Context: an optimization exercise on an open-source flow, tuned for small area. The choices shown serve that exercise and are no tape-out recipe. In this exercise RTL edits were held to simulation tests only and were not proved equivalent to the original. Power and IR drop assume default switching activity.

==> flow/design.v (outline; a module is shown in full before it is edited, if it fits) <==
// module crc32_gen: 57 lines
// module mac_tx_mode: 147 lines
// module mac_tx: 231 lines
// module mac_rx: 356 lines
// module mac_layer: 83 lines
// module arp_cache: 41 lines
// module arp_tx: 265 lines
// module arp_rx: 177 lines
// module arp_mac_top: 116 lines
// module icmp_rx_ram_8_256: 32 lines
// module icmp: 470 lines
// module ip_tx_mode: 159 lines
// module ip_tx: 341 lines
// module ip_rx: 290 lines
// module ip_layer: 131 lines
// module udp_shift_register: 16 lines
// module udp_tx: 167 lines
// module udp_rx: 126 lines
// module udp_layer: 59 lines
// module udp_ip_mac_top: 144 lines
module udp_ip_mac_top #(
    parameter       LOCAL_MAC = 48'h3C_2B_1A_09_4D_5E,
    parameter       LOCAL_IP  = 32'hC0_A8_01_6E,
    parameter       LOCL_PORT = 16'hF0F0,
    parameter       DEST_MAC  = 48'h04_D9_F5_89_43_66,
    parameter       DEST_IP   = 32'hC0_A8_01_69,
    parameter       DEST_PORT = 16'hA0A0 
)(
    input           rgmii_clk,
    input           rstn,
    input           app_data_in_valid,
    input   [7:0]   app_data_in,      
    input   [15:0]  app_data_length,    
    input           app_data_request, 
    output          udp_send_ack,   
    input           arp_req,
    output          arp_found,
    output          mac_not_exist,
    output          mac_send_end,
    output  [7:0]   udp_rec_rdata ,       
    output  [15:0]  udp_rec_data_length,      
    output          udp_rec_data_valid,        
    output          mac_data_valid,
    output  [7:0]   mac_tx_data,   
    input           rx_en,         
    input   [7:0]   mac_rx_datain
);
  // ...
==> flow/run.sh <==
#!/bin/bash
# synth_recipe.tcl (not shown) runs the flow's synth.tcl, then flattens the netlist and writes it again
# the make line also repeats each setting of config.mk as NAME=value (left out here)
make -C /OpenROAD-flow-scripts/flow DESIGN_CONFIG=/design/flow/config.mk WORK_HOME=/design/flow/orfs CLKGATE_MAP_FILE= SYNTH_SCRIPT=/design/flow/synth_recipe.tcl finish
==> flow/config.mk <==
export PLATFORM = sky130hd
export DESIGN_NAME = udp_ip_mac_top
export DESIGN_NICKNAME = udp_ip_mac_top
export VERILOG_FILES = /design/flow/design.v
export SDC_FILE = /design/flow/constraint.sdc
export NUM_CORES = 4
export LEC_CHECK = 0
export CAP_MARGIN = 20
export CORE_MARGIN = 2
export CORE_UTILIZATION = 40
export PLACE_DENSITY = 0.6
export SLEW_MARGIN = 20
==> flow/constraint.sdc <==
create_clock -name core_clock -period 8.0 [get_ports {rgmii_clk}]
set_input_delay 1.6000 -clock core_clock [delete_from_list [all_inputs] [get_ports {rgmii_clk}]]
set_output_delay 1.6000 -clock core_clock [all_outputs]
set_load 0.01 [all_outputs]
==> metrics.md, run 1 <==
| Metric | Value |
|---|---|
| Outcome | `complete, no violations` |
| Met3 usage | `0.0309` |
| Multi-input gate share of total cell area | `0.329` |
| Max reg flops | `between 2000 and 2500` |
| Drc violations | `0` |
| Storage element area | `101000 um2` |
| Hold Violations, Final | `0` |
| Gpl congestion | `0.864` |
| Seq/total area | `0.543` |
| DR vias/cell | `around 5.5` |
| Synth top area share | `0.372` |
| Die Area | `418000 um2` |
| Top cells by area, synth | `edfxtp_1 37%, dfxtp_1 22%, mux4_2 8.7%, nor2_1 3.4%, nand2_1 2.7%` |
| Unique masters post-synth | `99` |
| Hold slack | `roughly 0.31 ns` |
| Seq cells | `about 4000` |
| Setup WS pre-CTS | `between 3 and 4 ns` |
| Reg power frac | `0.515` |
| Number of enable flip-flop cells after synthesis | `just over 2000` |
| Core area | `just over 400000 um2` |
| Num CTS Buffers | `~420` |
| Met3 wirelength from detailed routing | `around 26000 um` |
| Psw | `8.66 mW` |
| Most instantiated cells after synthesis | `2048 x edfxtp_1, 1795 x dfxtp_1, 1492 x nor2_1` |
| Ys Warns | `18` |
| First-pass GRT wire length | `approximately 640000 um` |
| Crit Path Max Fanout | `106` |
| Pwr Density | `roughly 220 nW/um2` |
| Largest stage delay, worst path | `0.83 ns` |
==> module icmp_rx_ram_8_256, before the edit <==
module icmp_rx_ram_8_256 (
    input  [7:0]  wr_data,
    input  [10:0] wr_addr,
    input         wr_en,
    input         wr_clk,
    input         wr_rst,
    output reg [7:0] rd_data,
    input  [10:0] rd_addr,
    input         rd_clk,
    input         rd_rst
);
    reg [7:0] mem [0:255];
    reg [7:0] rd_data_0;
    always @(posedge wr_clk)
    begin
        if (wr_en)
            mem[wr_addr[7:0]] <= wr_data;
    end
    always @(posedge rd_clk)
    begin
        if (rd_rst)
        begin
            rd_data_0 <= 8'd0;
            rd_data   <= 8'd0;
        end
        else
        begin
            rd_data_0 <= mem[rd_addr[7:0]];
            rd_data   <= rd_data_0;
        end
    end
endmodule
==> module icmp, before the edit <==
module icmp(
    input                  clk,
    input                  rstn,
    input                  mac_send_end,
    input                  ip_tx_ack,
    input  [7:0]           icmp_rx_data ,              
    input                  icmp_rx_req,               
    input                  icmp_rev_error ,            
    input  [15:0]          upper_layer_data_length,   
    input                  icmp_data_req,             
    output reg             icmp_tx_ready,             
    output reg [7:0]       icmp_tx_data,              
    output                 icmp_tx_end,               
    output reg             icmp_tx_req                
);
    localparam ECHO_REQUEST = 8'h08 ;
    localparam ECHO_REPLY   = 8'h00 ;
    reg  [15:0]             icmp_rx_cnt ;
    reg                     icmp_rx_end ;
    reg                     icmp_checksum_error ;      
    reg                     icmp_type_error ;          
    reg  [15:0]             icmp_data_length ;         
    reg  [15:0]             icmp_data_length_1d ;
    reg  [10:0]             icmp_rec_ram_read_addr ;   
    wire [7:0]              icmp_rec_ram_rdata ;       
    reg  [7:0]              icmp_code  ;               
    reg  [15:0]             icmp_id  ;                 
    reg  [15:0]             icmp_seq ;                 
    reg                     checksum_finish ;          
    reg [10:0]              ram_write_addr ;           
    reg                     ram_wr_en ;                
    reg                     icmp_rev_error_1d ;
    reg  [15:0]             timeout ;                  
    reg  [7:0]              icmp_rx_data_1d ;          
    reg                     mac_send_end_1d ;
    parameter IDLE             =  12'b00000_0000_001  ;
    parameter REC_DATA         =  12'b00000_0000_010  ;
    parameter REC_ODD_DATA     =  12'b00000_0000_100  ;
    parameter VERIFY_CHECKSUM  =  12'b00000_0001_000  ;
    parameter REC_ERROR        =  12'b00000_0010_000  ;
    parameter REC_END_WAIT     =  12'b00000_0100_000  ;
    parameter GEN_CHECKSUM     =  12'b00000_1000_000  ;
    parameter SEND_WAIT_0      =  12'b00001_0000_000  ;
    parameter SEND_WAIT_1      =  12'b00010_0000_000  ;
    parameter SEND             =  12'b00100_0000_000  ;
    parameter REC_END          =  12'b01000_0000_000  ;
    parameter SEND_END         =  12'b10000_0000_000  ;
    reg [11:0]     state      ;
    reg [11:0]     state_n ;
    always @(posedge clk)
    begin
        if (~rstn)
            state <= IDLE ;
        else
            state <= state_n ;
    end
    always @(*)
    begin
        case(state)
          IDLE            :
          begin
              if (icmp_rx_req == 1'b1)
                  state_n = REC_DATA ;
              else
                  state_n = IDLE ;
          end
          REC_DATA       :
          begin
              if (icmp_rev_error_1d || icmp_type_error)
                  state_n = REC_ERROR ;
              else if (icmp_data_length[0] == 1'b0 && icmp_rx_cnt == icmp_data_length - 1)
                  state_n = VERIFY_CHECKSUM ;
              else if (icmp_data_length[0] == 1'b1 && icmp_rx_cnt == icmp_data_length - 2)
                  state_n = REC_ODD_DATA ;
              else if (icmp_rx_cnt == 16'hffff)
                  state_n = IDLE ;
              else
                  state_n = REC_DATA ;
          end
          REC_ODD_DATA   :
          begin
              if (icmp_rev_error_1d || icmp_type_error)
                  state_n = REC_ERROR ;
              else if (icmp_rx_cnt == icmp_data_length - 1)
                  state_n = VERIFY_CHECKSUM ;
              else
                  state_n = REC_ODD_DATA ;
          end
          VERIFY_CHECKSUM:
          begin
              if (icmp_checksum_error)
                  state_n = REC_ERROR ;
              else if (icmp_rx_end && checksum_finish)
                  state_n = REC_END_WAIT ;
              else if (icmp_rx_cnt == 16'hffff)
                  state_n = IDLE ;
              else
                  state_n = VERIFY_CHECKSUM ;
          end
          REC_ERROR      :
              state_n = IDLE  ;
          REC_END_WAIT   :
          begin
              if (icmp_rx_cnt == 16'd63)
                  state_n = REC_END ;
              else
                  state_n = REC_END_WAIT ;
          end
    	  SEND_WAIT_0      :
          begin
              if (ip_tx_ack)
                  state_n = SEND_WAIT_1 ;
              else
                  state_n = SEND_WAIT_0 ;
          end
          SEND_WAIT_1      :
          begin
              if (icmp_data_req)
                  state_n = SEND ;
              else if (timeout == 16'hffff)
                  state_n = IDLE ;
              else
                  state_n = SEND_WAIT_1 ;
          end
          SEND           :
          begin
              if (icmp_rx_cnt == icmp_data_length)
                  state_n = SEND_END ;
              else if (icmp_rx_cnt == 16'hffff)
                  state_n = IDLE ;
              else
                  state_n = SEND ;
          end
          REC_END        :
              state_n = SEND_WAIT_0  ;
          SEND_END       :
    	  begin
    		  if (mac_send_end_1d)
    		      state_n = IDLE  ;
    		  else
    		      state_n = SEND_END  ;
    	  end        
          default        :
              state_n = IDLE  ;
      endcase
    end
    always @(posedge clk)
    begin
        if (~rstn)
            mac_send_end_1d <= 1'b0 ;
        else 
            mac_send_end_1d <= mac_send_end ;
    end   
    always @(posedge clk)
    begin
        if (~rstn)
            icmp_tx_req <=  1'b0 ;
    	else if (state == SEND_WAIT_1)
    	    icmp_tx_req <=  1'b0 ;
        else if (state == REC_END)
            icmp_tx_req <=  1'b1 ;
    end
    always @(posedge clk)
    begin
        if (~rstn)
            icmp_tx_ready <=  1'b0 ;
        else if (state == SEND_WAIT_1)
            icmp_tx_ready <=  1'b1 ;
        else
            icmp_tx_ready <=  1'b0 ;
    end
    always @(posedge clk)
    begin
        if (~rstn)
            ram_wr_en <=  1'b0 ;
        else if (state == REC_DATA  || state == REC_ODD_DATA)
        begin
            if (icmp_rx_cnt < icmp_data_length && icmp_rx_cnt > 16'd7)
                ram_wr_en <=  1'b1 ;
            else
                ram_wr_en <=  1'b0 ;
        end
        else
            ram_wr_en <=  1'b0 ;
    end
    always @(posedge clk)
    begin
        if (~rstn)
            ram_write_addr <=  11'b0 ;
        else if (state == REC_DATA  || state == REC_ODD_DATA)
            ram_write_addr <=  icmp_rx_cnt - 8 ;
        else
            ram_write_addr <=  11'b0 ;
    end
    always @(posedge clk)
    begin
        if (~rstn)
            timeout <= 16'd0 ;
        else if (state == SEND_WAIT_1)
            timeout <= timeout + 1'b1 ;
        else
            timeout <= 16'd0 ;
    end
    always @(posedge clk)
    begin
        if (~rstn)
            icmp_rx_data_1d <= 8'd0 ;
        else
            icmp_rx_data_1d <= icmp_rx_data ;
    end
    always @(posedge clk)
    begin
        if (~rstn)
            icmp_rev_error_1d <= 1'b0 ;
        else
            icmp_rev_error_1d <= icmp_rev_error ;
    end
    always @(posedge clk)
    begin
        if (~rstn)
            icmp_data_length <= 16'd0 ;
        else if (state == IDLE)
            icmp_data_length <= upper_layer_data_length ;
    end
    always @(posedge clk)
    begin
        if (~rstn)
            icmp_rx_cnt <= 16'd0 ;
        else if (state == REC_DATA  || state == REC_END_WAIT ||  state == SEND)
            icmp_rx_cnt <= icmp_rx_cnt + 1'b1 ;
        else
            icmp_rx_cnt <= 16'd0 ;
    end
    always @(posedge clk)
    begin
        if (~rstn)
            icmp_type_error <= 1'b0 ;
        else if (state == REC_DATA && icmp_rx_cnt == 16'd0 && icmp_rx_data != ECHO_REQUEST)
            icmp_type_error <= 1'b1 ;
        else
            icmp_type_error <= 1'b0 ;
    end
    always @(posedge clk)
    begin
        if (~rstn)
            icmp_code <= 8'd0 ;
        else if (state == REC_DATA && icmp_rx_cnt == 16'd1)
            icmp_code <= icmp_rx_data ;
    end
    always @(posedge clk)
    begin
        if (~rstn)
            icmp_id <= 16'd0 ;
        else if (state == REC_DATA && icmp_rx_cnt == 16'd4)
            icmp_id[15:8] <= icmp_rx_data ;
        else if (state == REC_DATA && icmp_rx_cnt == 16'd5)
            icmp_id[7:0] <= icmp_rx_data ;
    end
    always @(posedge clk)
    begin
        if (~rstn)
            icmp_seq <= 16'd0 ;
        else if (state == REC_DATA && icmp_rx_cnt == 16'd6)
            icmp_seq[15:8] <= icmp_rx_data ;
        else if (state == REC_DATA && icmp_rx_cnt == 16'd7)
            icmp_seq[7:0] <= icmp_rx_data ;
    end
    always @(posedge clk)
    begin
        if (~rstn)
            icmp_rec_ram_read_addr <= 11'd0 ;
        else if (state == SEND && icmp_rx_cnt > 5)
            icmp_rec_ram_read_addr <= icmp_rx_cnt - 6 ;
        else
            icmp_rec_ram_read_addr <= 11'd0 ;
    end
    icmp_rx_ram_8_256 icmp_receive_ram(		 
        .wr_data        (  icmp_rx_data_1d         ), 
        .wr_addr        (  ram_write_addr          ), 
        .wr_en          (  ram_wr_en               ), 
        .wr_clk         (  clk                     ), 
        .wr_rst         (  ~rstn                   ), 
        .rd_addr        (  icmp_rec_ram_read_addr  ), 
        .rd_data        (  icmp_rec_ram_rdata      ), 
        .rd_clk         (  clk                     ), 
        .rd_rst         (  ~rstn                   )  
    );
    reg  [31:0] checksum_tmp ;
    reg  [31:0] checksum_buf ;
    reg  [31:0] check_out ;
    reg  [31:0] checkout_buf ;
    wire [15:0] checksum ;
    reg  [2:0]  checksum_cnt ;
    function [31:0] checksum_adder;
        input [31:0] dataina;
        input [31:0] datainb;
        begin
            checksum_adder = dataina + datainb;
        end
    endfunction
    function [31:0] checksum_out;
        input [31:0] dataina;
        begin
            checksum_out = dataina[15:0] + dataina[31:16];
        end
    endfunction
    always @(posedge clk)
    begin
        if(rstn == 1'b0)
            checksum_tmp <= 32'd0;
        else if (state == REC_DATA)
        begin
            if(icmp_rx_cnt[0] == 1'b1)
                checksum_tmp <= checksum_adder({icmp_rx_data_1d,icmp_rx_data},checksum_buf);
        end
        else if (state == REC_ODD_DATA)
            checksum_tmp <= checksum_adder({icmp_rx_data,8'h00},checksum_tmp);    
        else if (state == IDLE)
            checksum_tmp <= 32'd0;
    end
    always @(posedge clk)
    begin
        if(rstn == 1'b0)
            checksum_cnt <= 3'd0 ;
        else if (state ==  VERIFY_CHECKSUM)
            checksum_cnt <= checksum_cnt + 1'b1 ;
        else
            checksum_cnt <= 3'd0 ;
    end
    always @(posedge clk)
    begin
        if(rstn == 1'b0)
            check_out <= 32'd0;
        else if (state ==  VERIFY_CHECKSUM)
        begin
            if (checksum_cnt == 3'd0)
                check_out <= checksum_out(checksum_tmp) ;
            else if (checksum_cnt == 3'd1)
                check_out <= checksum_out(check_out) ;
        end
    end
    always @(posedge clk)
    begin
        if (~rstn)
            checksum_buf <= 32'd0 ;
        else if (state == REC_DATA)
            checksum_buf <= checksum_tmp ;
        else
            checksum_buf <= 32'd0 ;
    end
    always @(posedge clk)
    begin
        if (~rstn)
            checkout_buf <= 32'd0 ;
        else
            checkout_buf <= check_out ;
    end
    assign checksum = ~checkout_buf[15:0] ;
    always @(posedge clk)
    begin
        if (~rstn)
        begin
            icmp_checksum_error <= 1'b0 ;
            icmp_rx_end <= 1'b0 ;
        end
        else if (state == VERIFY_CHECKSUM && checksum_cnt == 3'd3)
        begin
            if (checksum == 16'd0)
            begin
                icmp_checksum_error <= 1'b0 ;
                icmp_rx_end <= 1'b1 ;
            end
            else
            begin
                icmp_checksum_error <= 1'b1 ;
                icmp_rx_end <= 1'b0 ;
            end
        end
        else
        begin
            icmp_checksum_error <= 1'b0 ;
            icmp_rx_end <= 1'b0 ;
        end
    end
    reg  [31:0] reply_checksum_tmp ;
    reg  [31:0] reply_checksum_buf ;
    reg  [31:0] reply_check_out ;
    reg  [31:0] reply_checkout_buf ;
    wire [15:0] reply_checksum ;
    always @(posedge clk)
    begin
        if(rstn == 1'b0)
            reply_checksum_tmp <= 32'd0;
        else if (state == REC_DATA)
        begin
            if (icmp_rx_cnt == 16'd1)
                reply_checksum_tmp <= checksum_adder({8'h00,icmp_rx_data}, 16'h0000);   
            else if (icmp_rx_cnt == 16'd3)
                reply_checksum_tmp <= reply_checksum_tmp ;   
            else
            begin
                if(icmp_rx_cnt[0] == 1'b1)
                    reply_checksum_tmp <= checksum_adder({icmp_rx_data_1d,icmp_rx_data},reply_checksum_buf);
            end
        end
        else if (state == REC_ODD_DATA)
            reply_checksum_tmp <= checksum_adder({icmp_rx_data,8'h00},reply_checksum_tmp);    
        else if (state == IDLE)
            reply_checksum_tmp <= 32'd0;
    end
    always @(posedge clk)
    begin
        if(rstn == 1'b0)
            reply_check_out <= 32'd0;
        else if (state ==  VERIFY_CHECKSUM)
        begin
            if (checksum_cnt == 3'd0)
                reply_check_out <= checksum_out(reply_checksum_tmp) ;
            else if (checksum_cnt == 3'd1)
                reply_check_out <= checksum_out(reply_check_out) ;
        end
    end
    always @(posedge clk)
    begin
        if (~rstn)
            reply_checksum_buf <= 32'd0 ;
        else if (state == REC_DATA)
            reply_checksum_buf <= reply_checksum_tmp ;
        else
            reply_checksum_buf <= 32'd0 ;
    end
    always @(posedge clk)
    begin
        if (~rstn)
            reply_checkout_buf <= 32'd0 ;
        else if (state == VERIFY_CHECKSUM)
            reply_checkout_buf <= reply_check_out ;
    end
    assign reply_checksum = ~reply_checkout_buf[15:0] ;
    always @(posedge clk)
    begin
        if (~rstn)
            checksum_finish <= 1'b0 ;
        else if (state == VERIFY_CHECKSUM && checksum_cnt == 3'd3)
            checksum_finish <= 1'b1 ;
        else
            checksum_finish <= 1'b0 ;
    end
    always @(posedge clk)
    begin
        if (~rstn)
           icmp_tx_data <= 8'h00  ;
        else if (state == SEND)
        begin
            case(icmp_rx_cnt)
                16'd1    :   icmp_tx_data <= ECHO_REPLY ;
                16'd2    :   icmp_tx_data <= icmp_code ;
                16'd3    :   icmp_tx_data <= reply_checksum[15:8];
                16'd4    :   icmp_tx_data <= reply_checksum[7:0] ;
                16'd5    :   icmp_tx_data <= icmp_id[15:8] ;
                16'd6    :   icmp_tx_data <= icmp_id[7:0] ;
                16'd7    :   icmp_tx_data <= icmp_seq[15:8] ;
                16'd8    :   icmp_tx_data <= icmp_seq[7:0] ;
                default  :   icmp_tx_data <= icmp_rec_ram_rdata ;
            endcase
        end
        else
           icmp_tx_data <= 8'h00 ;
    end
endmodule
==> inputs of run 2 (changes only) <==
--- a/flow/design.v
+++ b/flow/design.v
@@ -1483,34 +1483,47 @@
 `timescale 1ns / 1ps
 module icmp_rx_ram_8_256 (
-    input  [7:0]  wr_data,
-    input  [10:0] wr_addr,
+    input         clk,
     input         wr_en,
-    input         wr_clk,
-    input         wr_rst,
-    output reg [7:0] rd_data,
-    input  [10:0] rd_addr,
-    input         rd_clk,
-    input         rd_rst
+    input         wr_first,    
+    input  [7:0]  wr_data,
+    input         rd_start,    
+    output [7:0]  rd_data      
 );
-    reg [7:0] mem [0:255];
-    reg [7:0] rd_data_0;
-    always @(posedge wr_clk)
+    reg [7:0] ring [0:255];
+    reg [7:0] pos0;            
+    reg [4:0] csel;
+    reg [2:0] ksel;
+    reg [7:0] dly [1:7];
+    wire [7:0] pstart = pos0 + 8'd9;
+    integer i;
+    always @(posedge clk)
     begin
-        if (wr_en)
-            mem[wr_addr[7:0]] <= wr_data;
+        ring[0] <= wr_en ? wr_data : ring[255];
+        for (i = 1; i < 256; i = i + 1)
+            ring[i] <= ring[i-1];
     end
-    always @(posedge rd_clk)
+    always @(posedge clk)
     begin
-        if (rd_rst)
-        begin
-            rd_data_0 <= 8'd0;
-            rd_data   <= 8'd0;
-        end
+        if (wr_en && wr_first)
+            pos0 <= 8'd0;
         else
+            pos0 <= pos0 + 8'd1;
+    end
+    always @(posedge clk)
+    begin
+        if (rd_start)
         begin
-            rd_data_0 <= mem[rd_addr[7:0]];
-            rd_data   <= rd_data_0;
+            csel <= pstart[7:3];
+            ksel <= pstart[2:0];
         end
     end
+    wire [7:0] tap = ring[{csel, 3'b000}];
+    always @(posedge clk)
+    begin
+        dly[1] <= tap;
+        for (i = 2; i < 8; i = i + 1)
+            dly[i] <= dly[i-1];
+    end
+    assign rd_data = (ksel == 3'd0) ? tap : dly[ksel];
 endmodule
 `timescale 1ns / 1ps
@@ -1538,5 +1551,4 @@
     reg  [15:0]             icmp_data_length ;         
     reg  [15:0]             icmp_data_length_1d ;
-    reg  [10:0]             icmp_rec_ram_read_addr ;   
     wire [7:0]              icmp_rec_ram_rdata ;       
     reg  [7:0]              icmp_code  ;               
@@ -1544,5 +1556,4 @@
     reg  [15:0]             icmp_seq ;                 
     reg                     checksum_finish ;          
-    reg [10:0]              ram_write_addr ;           
     reg                     ram_wr_en ;                
     reg                     icmp_rev_error_1d ;
@@ -1703,13 +1714,4 @@
     begin
         if (~rstn)
-            ram_write_addr <=  11'b0 ;
-        else if (state == REC_DATA  || state == REC_ODD_DATA)
-            ram_write_addr <=  icmp_rx_cnt - 8 ;
-        else
-            ram_write_addr <=  11'b0 ;
-    end
-    always @(posedge clk)
-    begin
-        if (~rstn)
             timeout <= 16'd0 ;
         else if (state == SEND_WAIT_1)
@@ -1782,23 +1784,19 @@
             icmp_seq[7:0] <= icmp_rx_data ;
     end
+    reg ram_wr_first ;
     always @(posedge clk)
     begin
         if (~rstn)
-            icmp_rec_ram_read_addr <= 11'd0 ;
-        else if (state == SEND && icmp_rx_cnt > 5)
-            icmp_rec_ram_read_addr <= icmp_rx_cnt - 6 ;
+            ram_wr_first <= 1'b0 ;
         else
-            icmp_rec_ram_read_addr <= 11'd0 ;
+            ram_wr_first <= (icmp_rx_cnt[7:0] == 8'd8) ;
     end
-    icmp_rx_ram_8_256 icmp_receive_ram(		 
-        .wr_data        (  icmp_rx_data_1d         ), 
-        .wr_addr        (  ram_write_addr          ), 
-        .wr_en          (  ram_wr_en               ), 
-        .wr_clk         (  clk                     ), 
-        .wr_rst         (  ~rstn                   ), 
-        .rd_addr        (  icmp_rec_ram_read_addr  ), 
-        .rd_data        (  icmp_rec_ram_rdata      ), 
-        .rd_clk         (  clk                     ), 
-        .rd_rst         (  ~rstn                   )  
+    icmp_rx_ram_8_256 icmp_receive_ram(
+        .clk      (  clk                          ),
+        .wr_en    (  ram_wr_en                    ),
+        .wr_first (  ram_wr_first                 ),
+        .wr_data  (  icmp_rx_data_1d              ),
+        .rd_start (  state == SEND && icmp_rx_cnt == 16'd0 ),
+        .rd_data  (  icmp_rec_ram_rdata           )
     );
     reg  [31:0] checksum_tmp ;
==> run 2 against run 1 <==
Against the previous run:
- still clean on timing, DRC and antenna
- clock-buffer cell count is 22 higher
- utilization is 0.75 points higher
- synthesized area is 21% lower
- power fell by 5.4%
- clock power decreased by 5%
- synthesized cell count fell by 7.6%
- sequential share of layout area up 0.41 points
- die area fell by 21%
- flip-flop and latch count up 41
- critical path type is now register to output pin
- critical endpoint is now udp_send_ack
==> metrics.md, run 2 <==
| Metric | Value |
|---|---|
| Outcome | `complete, no violations (unchanged)` |
| RSZ-0062 raised after global routing | `no (unchanged)` |
| Main synth FF type | `dfxtp_1 (was edfxtp_1)` |
| Count leader, synth | `dfxtp_1 (was edfxtp_1)` |
| Setup crit start kind | `register (unchanged)` |
| Total grt overflow | `0 (unchanged)` |
| Antenna violations before repair | `7 (was 9)` |
| Hold Violations, Final | `0 (unchanged)` |
| # fillers | `30000 (was 37100)` |
| Critical path capture point type | `output pin (was register)` |
| Worst Max-Slew Pin Slew | `1.19 ns (was 1.14 ns)` |
| IO Count | `76 (unchanged)` |
| Max reg flops | `2048 (unchanged)` |
| Worst VDD drop | `0.000206 V (was 0.000198 V)` |
| Worst Path Buf+Inv | `1 (was 2)` |
| Max-cap violations | `0 (unchanged)` |
| CTS clk-pin slew, worst paths | `0.06 ns (about the same)` |
| Rows | `209 (was 236)` |
| WP data required | `6.40 ns (was 8.88 ns)` |
| Initial drt markers | `6666 (was 9592)` |
| Skew-Pair Late Insertion Delay | `0.97 ns (was 1.00 ns)` |
| Ys Warns | `28 (was 18)` |
| Fraction of registers with async set/reset | `0.0321 (was 0.0325)` |
| Drt first pass iters | `24 (was 8)` |
| Seq cells post-synth | `4013 (was 3972)` |
| Crit Path Max Fanout | `5 (was 106)` |
| Most instantiated cells after synthesis | `3876 x dfxtp_1, 1355 x nor2_1, 1024 x nand2_1 (was 2048 x edfxtp_1, 1795 x dfxtp_1, 1492 x nor2_1)` |
| Die width | `574 um (was 647 um)` |
| Delay-heaviest family, CP | `buffers and inverters (was multiplexers)` |
| Die height | `574 um (was 647 um)` |
| Most area-hungry cell type in the Yosys netlist | `dfxtp_1 (was edfxtp_1)` |
| Bufs on Longest Clock Path | `4 (unchanged)` |
| Largest net degree at the start of global routing | `195 (was 203)` |
| Critical path, cell by cell | `clkdlybuf4s50_1 (was buf_12, buf_12, mux4_2, mux4_2, mux2i_1, o22ai_1, or4_1)` |
| Top cells by area, synth | `dfxtp_1 60%, nor2_1 3.9%, nand2_1 3.0%, mux2i_1 2.7%, xnor2_1 2.7% (was edfxtp_1 37%, dfxtp_1 22%, mux4_2 8.7%, nor2_1 3.4%, nand2_1 2.7%)` |
| Final HPWL DP | `201000 um (was 267000 um)` |
| Inst Count DP | `16200 (was 18200)` |
| Placed Area | `135000 um2 (was 172000 um2)` |
| Final WS setup | `3.98 ns (was 3.58 ns)` |
| Number of enable flip-flop cells after synthesis | `8 (was 2048)` |
| WL per Instance | `18.1 um (was 22.2 um)` |
| Num CTS Buffers | `388 (was 415)` |
| P&R area growth vs syn | `14.2% (was 12.4%)` |
| Cts repair resizes | `0 (unchanged)` |
| Drc violations | `0 (unchanged)` |
| Cell count after synthesis | `12200 (was 13200)` |
| Most common cell after layout, fill and taps aside | `dfxtp_1 (was edfxtp_1)` |
| Crit path time final | `4.02 ns (was 4.42 ns)` |
| Clock sink count | `4013 (was 3972)` |
| Setup WS pre-CTS | `3.54 ns (was 3.35 ns)` |
| WL final | `305000 um (was 421000 um)` |
| Fin cells | `16900 (was 19000)` |
| Pins Over Slew Limit | `0 (unchanged)` |
| Final Cell Area | `149000 um2 (was 186000 um2)` |
| Layout Nets | `12500 (was 13500)` |
| Worst Hold Class | `register to register (unchanged)` |
| Unique masters post-synth | `92 (was 99)` |
| Synth top area share | `0.597 (was 0.372)` |
| Via count | `85100 (was 104000)` |
| Cts hold-fix bufs | `0 (unchanged)` |
| Total track usage | `0.180 (was 0.197)` |
| WS Path Type | `register to output pin (was register to register)` |
| Die Area | `330000 um2 (was 418000 um2)` |
| Core area | `324000 um2 (was 412000 um2)` |
| Worst Path Arrival | `2.42 ns (was 5.29 ns)` |
| F_max | `249 MHz (was 226 MHz)` |
| CTS tree | `built (unchanged)` |
| Rel. slew slack | `0.199 (was 0.234)` |
| Slowest cell on crit path | `clkdlybuf4s50_1 (was dfxtp_4)` |
| Final worst-path cycle share | `0.502 (was 0.552)` |
| Root Buffer | `clkbuf_16 (unchanged)` |
| Setup repair bufs after CTS | `0 (unchanged)` |
| Skew final | `0.0565 ns (was 0.0911 ns)` |
| Lkg Pwr | `56.9 nW (was 66.6 nW)` |
| Largest stage delay, worst path | `0.77 ns (was 0.83 ns)` |
| Setup violators final | `0 (unchanged)` |
| Gpl congestion | `0.903 (was 0.864)` |
| Sequential area share after synthesis | `0.624 (was 0.610)` |
| Antenna-violating nets left | `0 (unchanged)` |
| Initial Util | `0.401 (about the same)` |
| Synth Net Count | `12500 (was 13500)` |
| Pwr Density | `265 nW/um2 (was 224 nW/um2)` |
| Total negative slack for setup checks | `0 ns (unchanged)` |
| Synthesized area per cell | `10.6 um2 (was 12.5 um2)` |
| Hold slack | `0.277 ns (was 0.309 ns)` |
| Post-Syn Area | `130000 um2 (was 165000 um2)` |
| Most frequent cells in the layout | `3867 x dfxtp_1, 1345 x nor2_1, 1021 x nand2_1 (was 2048 x edfxtp_1, 1773 x dfxtp_1, 1474 x nor2_1)` |
| IO buf count | `75 (unchanged)` |
| Htree depth | `5 (unchanged)` |
| First-pass GRT wire length | `476000 um (was 640000 um)` |
| DR vias/cell | `5.04 (was 5.49)` |
| Vias in the first global route | `80600 (was 101000)` |
| Share of cells above drive strength 1 | `0.0823 (was 0.128)` |
==> run 2: cell type report <==
| cell class | instances | area, um2 | area share |
|---|---|---|---|
| diodes | 2 | 5.00 | 0.0000337 |
| clock inverters | 143 | 2010 | 0.0135 |
| multi-input cells | 7453 | 46100 | 0.311 |
| well taps | 4325 | 5410 | 0.0364 |
| inverters | 190 | 721 | 0.00485 |
| clock buffers | 566 | 11400 | 0.0766 |
| flip-flops and latches | 4013 | 81200 | 0.547 |
| repair buffers | 188 | 1640 | 0.0111 |
==> run 2: worst reg2reg max path, delay by kind of cell, from the launching register on <==
kind,cells,cell delay [ns]
adder cells (fa/ha/maj),1,0.38
flip-flops,1,0.75
AO/OA/AOI/OAI,8,2.26
buffers and inverters,1,0.54
==> run 2: metrics by stage <==
stage	power, mW	utilization
finish	39.3	0.458
global route	40.6	0.458
CTS	39.7	0.458
detailed placement	20.9	0.417
global placement	20.9	0.417
floorplan	20.7	-
==> run 2: per-layer routing <==
layer,GRT usage,vias up,share of wire
li1,-,42100,-
met1,0.267,40500,0.50
met2,0.270,2014,0.42
met3,0.0289,463,0.055
met4,0.0454,2,0.023
met5,0,-,0.000062
==> run 2: path summary, 6_finish.rpt <==
kind	startpoint	end	slack (ns)	cells past startpoint
max reg2reg	arp_mac_top_U1.mac_layer.mac_rx.mac_rx_data_3d[3]	ip_layer.icmp.checksum_tmp[28]	4.00	10
min	ip_layer.icmp.icmp_receive_ram.ring[196][5]	ip_layer.icmp.icmp_receive_ram.ring[197][5]	0.28	0
max in group asynchronous	rstn	arp_mac_top_U1.arp_cache.arp_cache[79]	6.29	2
min in group asynchronous	rstn	arp_mac_top_U1.arp_cache.arp_cache[63]	1.18	2
max	ip_layer.ip_tx.upper_data_req	udp_send_ack	3.98	1
min reg2reg	ip_layer.icmp.icmp_receive_ram.ring[196][5]	ip_layer.icmp.icmp_receive_ram.ring[197][5]	0.28	0
==> run 2: cells by family after synthesis <==
logic type | share of synthesized area
AND/OR/NAND/NOR | 0.146
flip-flops | 0.624
AO/OA/AOI/OAI | 0.0974
buffers and inverters | 0.0220
XOR/XNOR | 0.0479
multiplexers | 0.0352
adder cells (fa/ha/maj) | 0.0270
==> run 2: power breakdown <==
| group | total [mW] | internal (mW) | leakage [nW] | switching [mW] |
|---|---|---|---|---|
| clock | 18.8 | 11.0 | 6.54 | 7.79 |
| sequential | 20.1 | 20.0 | 32.8 | 0.0801 |
| combinational | 0.351 | 0.102 | 17.6 | 0.249 |

==> separate check: timing with driven ports <==
The flow's constraints put no driver on any port. The routed layouts listed below were extracted and timed again, unchanged, in two steps. Step 1 assumes that a clkbuf_16 drives the clock port and a buf_2 every other input. Step 2 times the ports against the registers' clock, not the clock port: input delays grow and output delays shrink by t, the midpoint of the rising clock arrivals with the driver on. Slacks: no drivers / after step 1 / after step 2; pairs: no drivers / after step 1.
| run | t, ns | slack for setup (ns) | worst setup path at the end | worst data-port slew with drivers (ns) | pins driven straight from the clock port |
|---|---|---|---|---|---|
| run 1 | 1.065 | 3.582 / 3.582 / 3.182 | input to register | 0.14 | 1 |
| run 2 | 1.026 | 3.981 / 3.882 / 3.522 | input to register | 0.14 | 1 |
After both steps every run listed still meets setup and hold. For run 2, which loses most, drivers alone change the setup slack by -0.099 ns; drivers and shift together by -0.459 ns.
